This design comes from an exercise in tuning for small area on the open sky130 flow, not from production work.
At most, simulation tests tie the RTL to the original design; equivalence was not proved.

run A:
## multiply_matrix
module multiply_matrix
(
    input clk,
    input load,
	input load_w,
	input [159:0] c,
    input [63:0] a,
	input [63:0] b,
    output logic [159:0] out
);
	logic [63:0] w [0:7];
	logic [63:0] a1;
	logic [31:0] a2;
	logic [47:0] e2, e3;
	logic [9:0] n2;
	logic [159:0] s0a, s1a;
	logic [111:0] s0b;
	logic [95:0] s1b;
	logic [7:0] s0c, s1c;
	logic [159:0] s [2:7];
	logic [47:0] e_lo, e_hi;
	logic [9:0] n1;
	booth_enc enc_lo (.a(a1[31:0]), .e(e_lo));
	booth_enc enc_hi (.a(a2), .e(e_hi));
	negsum ns (.a(a1), .n(n1));
	logic [15:0] nzn2, nzn3;
	assign nzn2 = e2[15:0] & e2[31:16];
	assign nzn3 = e3[15:0] & e3[31:16];
	logic [159:0] t0a, t1a, sum;
	logic [111:0] t0b;
	logic [95:0] t1b;
	logic [7:0] t0c, t1c;
	genvar j;
	generate
		for (j = 0; j < 8; j = j + 1) begin : g_dot
			dot_lo dl (.onen(e2[15:0]), .twon(e2[31:16]), .negn(e2[47:32]), .nzn(nzn2), .w(w[j][31:0]),
				.acc0(c[20*j +: 20]), .n(n2),
				.sa(t0a[20*j +: 20]), .sb(t0b[14*j +: 14]), .sc(t0c[j]));
			dot_hi dh (.onen(e3[15:0]), .twon(e3[31:16]), .negn(e3[47:32]), .nzn(nzn3), .w(w[j][63:32]),
				.acc0(s0a[20*j +: 20]), .acc1(s0b[14*j +: 14]), .acc2(s0c[j]),
				.sa(t1a[20*j +: 20]), .sb(t1b[12*j +: 12]), .sc(t1c[j]));
			cpa20 ad (.a(s1a[20*j +: 20]), .b(s1b[12*j +: 12]), .ci(s1c[j]), .s(sum[20*j +: 20]));
		end
	endgenerate
	integer i;
	always @(posedge clk) begin
		if (load_w) begin
			w[0] <= b;
			for (i = 1; i < 8; i = i + 1)
				w[i] <= w[i-1];
		end
		if (load) begin
			a1 <= a;
			e2 <= e_lo;
			n2 <= n1;
			a2 <= a1[63:32];
			e3 <= e_hi;
			s0a <= t0a;
			s0b <= t0b;
			s0c <= t0c;
			s1a <= t1a;
			s1b <= t1b;
			s1c <= t1c;
			s[2] <= sum;
			for (i = 3; i < 8; i = i + 1)
				s[i] <= s[i-1];
		end
	end
	assign out = s[7];
endmodule
export LEC_CHECK = 0
export CAP_MARGIN = 20
export CORE_MARGIN = 2
export CORE_UTILIZATION = 60
export CTS_BUF_LIST = sky130_fd_sc_hd__clkbuf_8 sky130_fd_sc_hd__clkbuf_16
export CTS_CLUSTER_DIAMETER = 60
export CTS_CLUSTER_SIZE = 20
export PLACE_DENSITY = 0.65
export SLEW_MARGIN = 20
export SYNTH_HIERARCHICAL = 1
create_clock -name core_clock -period 5.0 [get_ports {clk}]
standard.sh (not shown) runs the stock make flow with config.mk's settings and CLKGATE_MAP_FILE= SYNTH_SCRIPT=/design/flow/synth_recipe.tcl, a recipe that flattens the netlist after the stock synthesis.
==> flow/flow/run.sh <==
#!/bin/bash
# Layout: the standard flow (standard.sh, unchanged synthesis and steps),
# with the input and output port buffers made of sky130_fd_sc_hd__buf_1 and
# clock tree synthesis without dummy loads and with larger sink clusters.
set -euo pipefail
export BUFFER_PORTS_ARGS="-buffer_cell sky130_fd_sc_hd__buf_1"
export CTS_ARGS="-sink_clustering_enable -repair_clock_nets -dont_use_dummy_load -sink_clustering_size 30 -sink_clustering_max_diameter 80 -buf_list sky130_fd_sc_hd__clkbuf_16"
bash standard.sh > standard_flow.log 2>&1
Run A completed every stage of the flow, and the final layout passed the timing, DRC and antenna checks.
Inputs modified between run A and run B:
Settings: PLACE_DENSITY changed from 0.65 to 0.72; GPL_TIMING_DRIVEN newly set to 0.
--- outcome ---
Run B ran in full, but the layout does not pass; the checks complain about negative setup slack.
Post-CTS setup buffer count for run B is higher than for run A.
Instance area at placement: run B vs run A up 6700 um^2
Detailed-routing wirelength on met1 grows by a few percent when moving from run A to run B.
diff inputs: run B => run C
Settings: changing PLACE_DENSITY from 0.72 to 0.8; removing GPL_TIMING_DRIVEN (formerly 0).
==> results.txt <==
Post-route fraction of the period consumed by the critical path ends up higher on run B.
Compared with run B, run C shows a lower data-path buffer share of cell area in the final layout.
Run C vs. run B: wire length down 2.3%, post-placement cell count shows a reduction of 7.2%, post-layout instance area shows a reduction of about 5%.
Run C finished all stages; the layout is clean.
Capturing element of the worst setup path: s1b[92] -> run B, s0b[46] -> run C
Input changes introduced in run D (baseline for comparison: run C):
Settings: swapping 0.8 for 0.78 in PLACE_DENSITY; swapping 60 for 66 in CORE_UTILIZATION.
Findings:
- Run D ends up with higher met3 wirelength from detailed routing than run C does.
- ~same final hold violation count in run C and run D
- Every stage of the flow completed for run D, and the final layout passed the timing, DRC and antenna checks.
- | post-layout worst setup margin | run D vs run C | 0.086 ns higher |
- Run C → run D: hold slack climbed 0.073 ns; worst path required time dropped 0.03 ns.
- From run C to run D the numbers moved as follows: first-pass GRT wire length picked up an extra 1.6%, final critical-path required period lost 0.086 ns, final cell count without fillers lost 356.

* * *

Another version of the RTL of multiply_matrix (not shown whole).
Size: ~10000 cells after synthesis, ~450 I/O pins.
export LEC_CHECK = 0
export CAP_MARGIN = 20
export CORE_MARGIN = 2
export CORE_UTILIZATION = 60
export CTS_BUF_LIST = sky130_fd_sc_hd__clkbuf_8 sky130_fd_sc_hd__clkbuf_16
export CTS_CLUSTER_DIAMETER = 60
export CTS_CLUSTER_SIZE = 20
export PLACE_DENSITY = 0.72
export SLEW_MARGIN = 20
export SYNTH_HIERARCHICAL = 1
create_clock -name core_clock -period 5.0 [get_ports {clk}]
Scripts as last shown in full above: flow/flow/run.sh
The baseline completed and failed the layout checks on negative setup slack.
Then changed:
==> flow/flow/run.sh (replaced) <==
#!/bin/bash
# Layout: the standard flow (standard.sh, unchanged synthesis and steps),
# with the input and output port buffers made of sky130_fd_sc_hd__buf_1.
set -euo pipefail
export BUFFER_PORTS_ARGS="-buffer_cell sky130_fd_sc_hd__buf_1"
bash standard.sh > standard_flow.log 2>&1
After rerunning: The changed run produced a layout that fails on negative setup slack; cell count goes up slightly; routed wire length went up slightly.
No run of this note included a check of the RTL's function; only the layout flow was run.

* * *

== P ==
RTL: one of the versions met above, not the one the previous note started from.
Size in the first run: about 11,000 cells after synthesis, ~450 I/O pins, ~160,000 µm² of cells after synthesis.
export LEC_CHECK = 0
export CAP_MARGIN = 20
export CORE_MARGIN = 2
export CORE_UTILIZATION = 60
export CTS_BUF_LIST = sky130_fd_sc_hd__clkbuf_8 sky130_fd_sc_hd__clkbuf_16
export CTS_CLUSTER_DIAMETER = 60
export CTS_CLUSTER_SIZE = 20
export PLACE_DENSITY = 0.72
export SLEW_MARGIN = 20
export SYNTH_HIERARCHICAL = 1
create_clock -name core_clock -period 5.0 [get_ports {clk}]
==> flow/flow/run.sh <==
#!/bin/bash
# Layout: the standard flow (standard.sh, unchanged synthesis and steps),
# with the input and output port buffers made of sky130_fd_sc_hd__buf_1 and
# clock tree synthesis without dummy loads and with larger sink clusters.
set -euo pipefail
export BUFFER_PORTS_ARGS="-buffer_cell sky130_fd_sc_hd__buf_1"
export CTS_ARGS="-sink_clustering_enable -repair_clock_nets -dont_use_dummy_load -sink_clustering_size 30 -sink_clustering_max_diameter 90 -buf_list sky130_fd_sc_hd__clkbuf_16"
bash standard.sh > standard_flow.log 2>&1
Relative to P, the following input files were edited for T:
--- a/flow/flow/run.sh
+++ b/flow/flow/run.sh
@@ -6,3 +6,3 @@
 export BUFFER_PORTS_ARGS="-buffer_cell sky130_fd_sc_hd__buf_1"
-export CTS_ARGS="-sink_clustering_enable -repair_clock_nets -dont_use_dummy_load -sink_clustering_size 30 -sink_clustering_max_diameter 90 -buf_list sky130_fd_sc_hd__clkbuf_16"
+export CTS_ARGS="-sink_clustering_enable -repair_clock_nets -dont_use_dummy_load -sink_clustering_size 30 -sink_clustering_max_diameter 80 -buf_list sky130_fd_sc_hd__clkbuf_16"
 bash standard.sh > standard_flow.log 2>&1
Findings:
Clock skew: higher on T. Summary of the comparison: number of diodes is lower in T, relative to P. Of P and T, the run reporting the lower signed area change from the synthesized netlist to the final layout was P. P ended up with s0a[91]$_DFFE_PP_ as its termination of the worst setup path; T ended up with s1a[159]$_DFFE_PP_. Of P and T, the higher depth of the critical timing path with buffers and inverters included belongs to T. Every stage of the flow completed for T, and the final layout passed the timing, DRC and antenna checks. NOTE fmax P->T decreased slightly. Status: ratio of cells with drive above 1 in the final layout parity (P, T). Status: sequential cell area share parity (P, T).

* * *

multiply_matrix again, from the RTL that the note above started with.
## multiply_matrix
module multiply_matrix
(
    input clk,
    input load,
	input load_w,
	input [159:0] c,
    input [63:0] a,
	input [63:0] b,
    output logic [159:0] out
);
	logic [63:0] w [0:7];
	logic [63:0] a1;
	logic [31:0] a2;
	logic [47:0] e2, e3;
	logic [9:0] n2;
	logic [159:0] s0a, s1a;
	logic [111:0] s0b;
	logic [95:0] s1b;
	logic [7:0] s0c, s1c;
	logic [159:0] s [2:7];
	logic [47:0] e_lo, e_hi;
	logic [9:0] n1;
	booth_enc enc_lo (.a(a1[31:0]), .e(e_lo));
	booth_enc enc_hi (.a(a2), .e(e_hi));
	negsum ns (.a(a1), .n(n1));
	logic [15:0] nzn2, nzn3;
	assign nzn2 = e2[15:0] & e2[31:16];
	assign nzn3 = e3[15:0] & e3[31:16];
	logic [159:0] t0a, t1a, sum;
	logic [111:0] t0b;
	logic [95:0] t1b;
	logic [7:0] t0c, t1c;
	genvar j;
	generate
		for (j = 0; j < 8; j = j + 1) begin : g_dot
			dot_lo dl (.onen(e2[15:0]), .twon(e2[31:16]), .negn(e2[47:32]), .nzn(nzn2), .w(w[j][31:0]),
				.acc0(c[20*j +: 20]), .n(n2),
				.sa(t0a[20*j +: 20]), .sb(t0b[14*j +: 14]), .sc(t0c[j]));
			dot_hi dh (.onen(e3[15:0]), .twon(e3[31:16]), .negn(e3[47:32]), .nzn(nzn3), .w(w[j][63:32]),
				.acc0(s0a[20*j +: 20]), .acc1(s0b[14*j +: 14]), .acc2(s0c[j]),
				.sa(t1a[20*j +: 20]), .sb(t1b[12*j +: 12]), .sc(t1c[j]));
  ...
Settings: LEC_CHECK=0, CAP_MARGIN=20, CORE_MARGIN=2, CORE_UTILIZATION=60, CTS_BUF_LIST=sky130_fd_sc_hd__clkbuf_8 sky130_fd_sc_hd__clkbuf_16, CTS_CLUSTER_DIAMETER=60, CTS_CLUSTER_SIZE=20, PLACE_DENSITY=0.72, SLEW_MARGIN=20, SYNTH_HIERARCHICAL=1, TNS_END_PERCENT=10; clock period 5.0 ns.
==> flow/flow/run.sh <==
#!/bin/bash
# Layout: the standard flow (standard.sh, unchanged synthesis and steps),
# with the input and output port buffers made of sky130_fd_sc_hd__buf_1 and
# clock tree synthesis without dummy loads and with larger sink clusters.
set -euo pipefail
export BUFFER_PORTS_ARGS="-buffer_cell sky130_fd_sc_hd__buf_1"
export CTS_ARGS="-sink_clustering_enable -repair_clock_nets -dont_use_dummy_load -sink_clustering_size 30 -sink_clustering_max_diameter 90 -buf_list sky130_fd_sc_hd__clkbuf_16"
bash standard.sh > standard_flow.log 2>&1
Next try:
CORE_UTILIZATION = 57   (was 60)
CTS_BUF_LIST = not set   (was sky130_fd_sc_hd__clkbuf_8 sky130_fd_sc_hd__clkbuf_16)
CTS_CLUSTER_DIAMETER = not set   (was 60)
CTS_CLUSTER_SIZE = not set   (was 20)
PLACE_DENSITY = 0.7   (was 0.72)
TNS_END_PERCENT = not set   (was 10)
Effect: Global-route usage decreases by 0.40 points. Die area increases by 5.2%. Area after synthesis stays the same. Design area increases by 0.51%. Non-clock buffer count increases by 22. Setup slack gains 0.0037 ns. Final cell count increases by 1.6%.
Next try:
==> flow/flow/run.sh (replaced) <==
#!/bin/bash
# Layout: the standard flow (standard.sh, unchanged synthesis and steps),
# with the input and output port buffers made of sky130_fd_sc_hd__buf_1.
set -euo pipefail
export BUFFER_PORTS_ARGS="-buffer_cell sky130_fd_sc_hd__buf_1"
bash standard.sh > standard_flow.log 2>&1
CORE_UTILIZATION = 50   (was 57)
CTS_BUF_LIST = sky130_fd_sc_hd__clkbuf_8 sky130_fd_sc_hd__clkbuf_16   (was not set)
CTS_CLUSTER_DIAMETER = 60   (was not set)
CTS_CLUSTER_SIZE = 20   (was not set)
PLACE_DENSITY = 0.65   (was 0.7)
Effect: The new run produced a clean layout. Wire length grows by 0.39%. Cell count came out higher by 5.8%. Via count is about the same. First-iteration DRC count goes down by 0.99%.
Next try:
--- a/flow/flow/run.sh
+++ b/flow/flow/run.sh
@@ -3 +3,2 @@
-# with the input and output port buffers made of sky130_fd_sc_hd__buf_1.
+# with the input and output port buffers made of sky130_fd_sc_hd__buf_1 and
+# clock tree synthesis without dummy loads and with larger sink clusters.
@@ -5,0 +7 @@
+export CTS_ARGS="-sink_clustering_enable -repair_clock_nets -dont_use_dummy_load -sink_clustering_size 30 -sink_clustering_max_diameter 80 -buf_list sky130_fd_sc_hd__clkbuf_16"
CAP_MARGIN = 5   (was 20)
CORE_UTILIZATION = 60   (was 50)
PLACE_DENSITY = 0.72   (was 0.65)
SLEW_MARGIN = 5   (was 20)
Design area falls by a few percent.
Maximum frequency falls slightly.
Worst setup slack is worse by 0.029 ns.
Final cell count falls by a few percent.
Next try:
--- a/flow/flow/run.sh
+++ b/flow/flow/run.sh
@@ -7 +7 @@
-export CTS_ARGS="-sink_clustering_enable -repair_clock_nets -dont_use_dummy_load -sink_clustering_size 30 -sink_clustering_max_diameter 80 -buf_list sky130_fd_sc_hd__clkbuf_16"
+export CTS_ARGS="-sink_clustering_enable -repair_clock_nets -dont_use_dummy_load -sink_clustering_size 30 -sink_clustering_max_diameter 90 -buf_list sky130_fd_sc_hd__clkbuf_16"
CAP_MARGIN = 20   (was 5)
CORE_UTILIZATION = 64   (was 60)
CTS_BUF_LIST = not set   (was sky130_fd_sc_hd__clkbuf_8 sky130_fd_sc_hd__clkbuf_16)
CTS_CLUSTER_DIAMETER = not set   (was 60)
CTS_CLUSTER_SIZE = not set   (was 20)
PLACE_DENSITY = 0.76   (was 0.72)
SLEW_MARGIN = 20   (was 5)
Synthesized area does not change; non-clock buffer count goes up by 43; final area stays flat; flip-flop and latch count stays the same.
Next try:
==> flow/flow/run.sh (replaced) <==
#!/bin/bash
# Layout: the standard flow (standard.sh, unchanged synthesis and steps),
# with the input and output port buffers made of sky130_fd_sc_hd__buf_1.
set -euo pipefail
export BUFFER_PORTS_ARGS="-buffer_cell sky130_fd_sc_hd__buf_1"
bash standard.sh > standard_flow.log 2>&1
CORE_UTILIZATION = 60   (was 64)
CTS_BUF_LIST = sky130_fd_sc_hd__clkbuf_8 sky130_fd_sc_hd__clkbuf_16   (was not set)
CTS_CLUSTER_DIAMETER = 60   (was not set)
CTS_CLUSTER_SIZE = 20   (was not set)
PLACE_DENSITY = 0.72   (was 0.76)
The new run completed with no timing, DRC or antenna violations.
Flip-flop and latch count is unchanged.
Worst setup slack is worse by 0.12 ns.

[separate check: timing with driven ports]
Ports are ideal in the flow. The routed layouts listed here were re-timed in OpenROAD.
Step 1 (the two cells are an assumption about what drives the block):
set clk [get_ports {clk}]
set_driving_cell -lib_cell sky130_fd_sc_hd__clkbuf_16 $clk
set_driving_cell -lib_cell sky130_fd_sc_hd__buf_2 [delete_from_list [all_inputs] $clk]
Step 2 also shifts input and output timing later by t, the mid clock arrival at the registers, as if the neighbouring blocks saw the same clock.
a / b / c = no drivers / after step 1 / after step 2; a / b = the first two.
run	t, ns	slack for setup (ns)	worst hold slack (ns)	worst slew at a driven data input, ns
run A	0.954	0.182 / 0.182 / 0.182	0.268 / 0.193 / 0.365	0.11
run B	0.950	-0.190 / -0.190 / -0.589	0.256 / 0.173 / 0.386	0.25
run C	0.982	0.189 / 0.189 / 0.189	0.233 / 0.151 / 0.363	0.12
run D	0.928	0.275 / 0.275 / 0.275	0.306 / 0.222 / 0.357	0.11
the first run of note 2	0.969	-0.163 / -0.163 / -0.163	0.261 / 0.187 / 0.356	0.08
the second run of note 2	1.011	-0.114 / -0.114 / -0.114	0.244 / 0.156 / 0.402	0.09
P	1.016	0.136 / 0.135 / 0.135	0.207 / 0.124 / 0.348	0.08
T	0.974	0.109 / 0.109 / 0.109	0.248 / 0.161 / 0.378	0.08
the first run of note 4	1.016	0.136 / 0.135 / 0.135	0.207 / 0.124 / 0.348	0.08
the second run of note 4	0.962	0.139 / 0.139 / 0.139	0.268 / 0.181 / 0.381	0.12
the third run of note 4	1.054	0.139 / 0.139 / 0.139	0.183 / 0.102 / 0.386	0.13
the fourth run of note 4	0.974	0.109 / 0.109 / 0.109	0.248 / 0.161 / 0.378	0.08
the fifth run of note 4	0.914	0.176 / 0.176 / 0.176	0.300 / 0.225 / 0.378	0.10
the sixth run of note 4	1.015	0.058 / 0.058 / 0.058	0.234 / 0.147 / 0.413	0.08
For run B, which loses most, drivers alone change the setup slack by 0.000 ns; drivers and shift together by -0.399 ns.
